What follows belongs to an exercise in optimizing a design on an open flow for small area, a short achievable clock period and few clock cycles; a production flow would make more cautious choices. Function was checked by simulation only, so behaviour that the tests miss may differ from the original. No activity file was given, so power comes from the tool's default toggle rates.

## job 102
Design alu_unit, start of the top module:
module alu_unit(
    input clk,
    input rst,
    input in_valid,
    output in_ready,
    input [15:0] a,
    input [15:0] b,
    input [2:0] op,
    output reg out_valid,
    output reg [15:0] r
    );
==> flow/config.mk <==
export PLATFORM = sky130hd
export DESIGN_NAME = alu_unit
export DESIGN_NICKNAME = alu_unit
export VERILOG_FILES = /design/flow/design.v
export SDC_FILE = /design/flow/constraint.sdc
export NUM_CORES = 4
export LEC_CHECK = 0
export ABC_AREA = 1
export CAP_MARGIN = 20
export CORE_MARGIN = 2
export CORE_UTILIZATION = 40
export SLEW_MARGIN = 20
==> flow/constraint.sdc <==
create_clock -name core_clock -period 70.0 [get_ports {clk}]
set_input_delay 14.0000 -clock core_clock [delete_from_list [all_inputs] [get_ports {clk}]]
set_output_delay 14.0000 -clock core_clock [all_outputs]
set_load 0.01 [all_outputs]
standard.sh (not shown) runs the stock make flow with config.mk's settings and CLKGATE_MAP_FILE= SYNTH_SCRIPT=/design/flow/synth_recipe.tcl, a recipe that flattens the netlist after the stock synthesis.
==> flow/flow/run.sh <==
#!/bin/bash
# Layout flow: the standard flow, except that synthesis maps with the
# ABC script in flow/abc_area.script (area-oriented mapping, no ABC
# buffering/upsizing; the resizer later fixes timing on the placed design).
# Then: buf_1 port buffers, clkbuf_8 clock buffers, and the resizer asked
# to leave 55 ns of setup slack. Each part logs to its own file.
set -e
rm -rf scripts_abc
cp -r "$FLOW_HOME/scripts" scripts_abc
cp flow/abc_area.script scripts_abc/abc_area.script
A=("BUFFER_PORTS_ARGS=-buffer_cell sky130_fd_sc_hd__buf_1" CTS_BUF_LIST=sky130_fd_sc_hd__clkbuf_8 SETUP_SLACK_MARGIN=55 GPL_TIMING_DRIVEN=0)
bash standard.sh "${A[@]}" SCRIPTS_DIR=$PWD/scripts_abc synth > synth.log 2>&1
bash standard.sh "${A[@]}" finish > standard.log 2>&1
==> flow/flow/abc_area.script <==
strash
dch
amap
strash
dch
amap
topo
stime -c
Testbench counts of job 102, summed over its fixed seeds: cycles 4,032.
Input changes introduced in job 103 (baseline for comparison: job 102):
-- flow/flow/run.sh --
<<< job 102, line 11
A=("BUFFER_PORTS_ARGS=-buffer_cell sky130_fd_sc_hd__buf_1" CTS_BUF_LIST=sky130_fd_sc_hd__clkbuf_8 SETUP_SLACK_MARGIN=55 GPL_TIMING_DRIVEN=0)
>>> job 103, line 11
A=("BUFFER_PORTS_ARGS=-buffer_cell sky130_fd_sc_hd__buf_1" CTS_BUF_LIST=sky130_fd_sc_hd__clkbuf_8 SETUP_SLACK_MARGIN=55 )
Notes after the runs:
Comparing job 102 against job 103, there is no change at all in level count of the clock H-tree.
Achievable clock frequency of job 103 is on par with job 102.
Compare job 102 and job 103 | part of the power in combinational logic lower: job 102
Job 103: final setup slack of the worst path 0.034 ns below job 102
Compared with job 102, job 103 shows routed wire length higher by about 7.5%.
Compare job 102 and job 103 | detail-routed via count per cell higher: job 102
Job 103 ended up with r[3] as its endpoint of the worst setup timing path; job 102 ended up with r[10].

---

alu_unit again, from the RTL that the note above started with.
## alu_unit
module alu_unit(
    input clk,
    input rst,
    input in_valid,
    output in_ready,
    input [15:0] a,
    input [15:0] b,
    input [2:0] op,
    output reg out_valid,
    output reg [15:0] r
    );
assign in_ready = 1'b1;
reg [15:0] a_q, b_q;
reg [2:0] op_q;
reg v0;
always @(posedge clk) begin
    a_q <= a;
    b_q <= b;
    op_q <= op;
    v0 <= in_valid & ~rst;
end
wire mul0 = op_q == 3'd3;
wire div0 = op_q == 3'd4;
wire add0 = op_q == 3'd1;
wire sub0 = op_q == 3'd2;
wire [2:0] k0 = ~v0 ? 3'b000 : div0 ? 3'b100 : sub0 ? 3'b101 :
                mul0 ? 3'b110 : add0 ? 3'b111 : 3'b001;
wire [15:0] y0 = b_q ^ {16{div0 | sub0}};
wire [15:0] x0 = {a_q[15:9] & {7{~mul0}}, a_q[8:0]};
wire [1:0] s15;
wire g15_0_0 = (x0[15] & y0[0]) | ((div0 | sub0) & (x0[15] ^ y0[0]));
wire p15_0_0 = x0[15] ^ y0[0];
assign s15[0] = p15_0_0 ^ (div0 | sub0);
assign s15[1] = g15_0_0;
wire sel15 = mul0 ? a_q[15] : (div0 & s15[1] & &y0[15:1]);
wire [15:0] x_15 = sel15 ? {s15[0:0], x0[14:0]} : x0;
wire [2:0] s14;
wire g14_0_0 = (x_15[14] & y0[0]) | ((div0 | sub0) & (x_15[14] ^ y0[0]));
wire p14_0_0 = x_15[14] ^ y0[0];
wire g14_1_1 = x_15[15] & y0[1];
  ...
Settings: LEC_CHECK=0, ABC_AREA=1, CAP_MARGIN=20, CORE_MARGIN=2, CORE_UTILIZATION=40, SLEW_MARGIN=20; clock period 70.0 ns.
==> flow/flow/run.sh <==
#!/bin/bash
# Layout flow: the standard flow, except that synthesis maps with the
# ABC script in flow/abc_area.script (area-oriented mapping, no ABC
# buffering/upsizing; the resizer later fixes timing on the placed design).
# Then: buf_1 port buffers, clkbuf_8 clock buffers, and the resizer asked
# to leave 55.2 ns of setup slack. Each part logs to its own file.
set -e
rm -rf scripts_abc
cp -r "$FLOW_HOME/scripts" scripts_abc
cp flow/abc_area.script scripts_abc/abc_area.script
A=("BUFFER_PORTS_ARGS=-buffer_cell sky130_fd_sc_hd__buf_1" CTS_BUF_LIST=sky130_fd_sc_hd__clkbuf_8 SETUP_SLACK_MARGIN=55.2 )
bash standard.sh "${A[@]}" SCRIPTS_DIR=$PWD/scripts_abc synth > synth.log 2>&1
bash standard.sh "${A[@]}" finish > standard.log 2>&1
Scripts as last shown in full above: flow/flow/abc_area.script
Testbench counts at the start, summed over its fixed seeds: cycles 4,032.
Rerun with:
--- a/flow/flow/run.sh
+++ b/flow/flow/run.sh
@@ -6 +6 @@
-# to leave 55.2 ns of setup slack. Each part logs to its own file.
+# to leave 55 ns of setup slack. Each part logs to its own file.
@@ -11 +11 @@
-A=("BUFFER_PORTS_ARGS=-buffer_cell sky130_fd_sc_hd__buf_1" CTS_BUF_LIST=sky130_fd_sc_hd__clkbuf_8 SETUP_SLACK_MARGIN=55.2 )
+A=("BUFFER_PORTS_ARGS=-buffer_cell sky130_fd_sc_hd__buf_1" CTS_BUF_LIST=sky130_fd_sc_hd__clkbuf_8 SETUP_SLACK_MARGIN=55 )
- CORE_UTILIZATION: 40 -> 60
=>
- synthesized area does not change
- first-iteration DRC count rose by about 40%
- sequential power fell by about 0.8%
- power rose by about 3.7%
- non-clock buffer count fell by 12
- final cell count fell by about 8%
- worst setup slack is worse by 0.016 ns
- count of clock-buffer cells in the layout rose by 3
- worst hold slack is worse by 0.0087 ns
- die area fell by 33%
Rerun with:
--- a/flow/flow/run.sh
+++ b/flow/flow/run.sh
@@ -11 +11 @@
-A=("BUFFER_PORTS_ARGS=-buffer_cell sky130_fd_sc_hd__buf_1" CTS_BUF_LIST=sky130_fd_sc_hd__clkbuf_8 SETUP_SLACK_MARGIN=55 )
+A=("BUFFER_PORTS_ARGS=-buffer_cell sky130_fd_sc_hd__buf_1" CTS_BUF_LIST=sky130_fd_sc_hd__clkbuf_8 SETUP_SLACK_MARGIN=55 GPL_ROUTABILITY_DRIVEN=0)
- CORE_UTILIZATION: 60 -> 40
Outcome:
- The changed run completed without violations
- final area rose by 0.33%
- area after synthesis stays the same
- wire length rose by 7.2%
- global-route usage fell by 8.0 points
- clock skew rose by 0.0038 ns
- power fell by 3.7%
- core utilization fell by 23 points
- cell count rose by 7.7%
- first-iteration DRC count fell by 24%
- worst setup slack degrades by 0.012 ns
Rerun with:
- CORE_UTILIZATION: 40 -> 30
Design area climbs by 2.8%.
Global-route usage drops by 4.3 points.
Worst setup slack gains 0.0078 ns.
Register-to-register slack loses 0.14 ns.
Clock power climbs by about 3%.
Combinational power climbs by 2.9%.
Final cell count climbs by 8.1%.
Total power climbs by 1.6%.

---

run A:
alu_unit again, from the RTL that the note above started with.
Settings: LEC_CHECK=0, ABC_AREA=1, CAP_MARGIN=20, CORE_MARGIN=2, CORE_UTILIZATION=40, SLEW_MARGIN=20; clock period 70.0 ns.
==> flow/flow/run.sh <==
#!/bin/bash
# Layout flow: the standard flow, except that synthesis maps with the
# ABC script in flow/abc_area.script (area-oriented mapping, no ABC
# buffering/upsizing; the resizer later fixes timing on the placed design).
# Then: buf_1 port buffers, clkbuf_8 clock buffers, and the resizer asked
# to leave 55 ns of setup slack. Each part logs to its own file.
set -e
rm -rf scripts_abc
cp -r "$FLOW_HOME/scripts" scripts_abc
cp flow/abc_area.script scripts_abc/abc_area.script
A=("BUFFER_PORTS_ARGS=-buffer_cell sky130_fd_sc_hd__buf_1" CTS_BUF_LIST=sky130_fd_sc_hd__clkbuf_8 SETUP_SLACK_MARGIN=55 )
bash standard.sh "${A[@]}" SCRIPTS_DIR=$PWD/scripts_abc synth > synth.log 2>&1
bash standard.sh "${A[@]}" finish > standard.log 2>&1
==> flow/flow/abc_area.script <==
strash
dch
map -a
strash
dch
amap
topo
stime -c
Run A has completed all stages; timing, DRC and antenna checks passed.
Testbench counts of run A, summed over its fixed seeds: cycles 4,032.
Input changes introduced in run B (baseline for comparison: run A):
- CORE_UTILIZATION: 40 -> 50
diff --git a/flow/flow/run.sh b/flow/flow/run.sh
--- a/flow/flow/run.sh
+++ b/flow/flow/run.sh
@@ -9,5 +9,5 @@
 cp -r "$FLOW_HOME/scripts" scripts_abc
 cp flow/abc_area.script scripts_abc/abc_area.script
-A=("BUFFER_PORTS_ARGS=-buffer_cell sky130_fd_sc_hd__buf_1" CTS_BUF_LIST=sky130_fd_sc_hd__clkbuf_8 SETUP_SLACK_MARGIN=55 )
+A=("BUFFER_PORTS_ARGS=-buffer_cell sky130_fd_sc_hd__buf_1" CTS_BUF_LIST=sky130_fd_sc_hd__clkbuf_8 SETUP_SLACK_MARGIN=55 GPL_ROUTABILITY_DRIVEN=0)
 bash standard.sh "${A[@]}" SCRIPTS_DIR=$PWD/scripts_abc synth > synth.log 2>&1
 bash standard.sh "${A[@]}" finish > standard.log 2>&1
==> flow/flow/abc_area.script <==
strash
dch
amap
strash
dch
amap
topo
stime -c
## What came out
- Total power of run B is lower than that of run A.
- Summary of run B over run A: area after synthesis fell by about 1.3%; total core area went down about 20%; die extent in y lower; final standard cell area without fillers saw a decrease.
- On run B: combined area of the multi-input logic cells is 3.1% lower than what run A gave.
- On run B: initial standard-cell utilization of the core is 10 points higher than what run A gave.
- Run B: full flow OK, the timing, DRC and antenna checks passed
- Having completed the whole flow, run A delivered a layout that passed the timing, DRC and antenna checks.
Modified inputs, run C compared to run B
- a change of CORE_UTILIZATION from 50 to 40
diff --git a/flow/flow/run.sh b/flow/flow/run.sh
--- a/flow/flow/run.sh
+++ b/flow/flow/run.sh
@@ -9,5 +9,5 @@
 cp -r "$FLOW_HOME/scripts" scripts_abc
 cp flow/abc_area.script scripts_abc/abc_area.script
-A=("BUFFER_PORTS_ARGS=-buffer_cell sky130_fd_sc_hd__buf_1" CTS_BUF_LIST=sky130_fd_sc_hd__clkbuf_8 SETUP_SLACK_MARGIN=55 GPL_ROUTABILITY_DRIVEN=0)
+A=("BUFFER_PORTS_ARGS=-buffer_cell sky130_fd_sc_hd__buf_1" CTS_BUF_LIST=sky130_fd_sc_hd__clkbuf_8 SETUP_SLACK_MARGIN=55 SKIP_GATE_CLONING=1)
 bash standard.sh "${A[@]}" SCRIPTS_DIR=$PWD/scripts_abc synth > synth.log 2>&1
 bash standard.sh "${A[@]}" finish > standard.log 2>&1
[summary]
Placement row count in run C vs run B: up about 13%
Run C reports a higher final area than run B does.
Run C against run B; half-perimeter wire length after detailed placement is up by a few percent.
Between run C and run B, it is run C whose routed wire length is higher, by 4.7%.
Power dissipated in combinational cells in run C is about 1% above run B.

==> port drivers added, routing unchanged <==
In the flow no input, the clock included, has a driving cell. The finished layouts below were timed again as built, in two steps. Step 1 assumes that a clkbuf_16 drives the clock port and a buf_2 every other input. Step 2, shift: input delay + t, output delay - t, t = (earliest + latest rising clock arrival at the registers) / 2. This alone moves slack from input paths to output paths. a / b / c = no drivers / after step 1 / after step 2; a / b = the first two.
run | shift t [ns] | setup slack, ns | worst setup path at the end | worst slew at a driven data input, ns
job 102 | 0.482 | 55.077 / 55.040 / 55.370 | input to register | 0.03
job 103 | 0.476 | 55.043 / 55.004 / 55.337 | input to register | 0.03
the first run of note 2 | 0.477 | 55.076 / 55.036 / 55.338 | input to register | 0.03
the second run of note 2 | 0.469 | 55.060 / 55.019 / 55.346 | input to register | 0.03
the third run of note 2 | 0.482 | 55.048 / 55.009 / 55.340 | input to register | 0.03
the fourth run of note 2 | 0.498 | 55.056 / 55.012 / 55.322 | input to register | 0.04
run A | 0.480 | 55.070 / 55.031 / 55.220 | input to register | 0.03
run B | 0.486 | 55.053 / 55.011 / 55.345 | input to register | 0.03
run C | 0.476 | 55.043 / 55.004 / 55.337 | input to register | 0.03
After both steps every run listed still meets setup and hold.
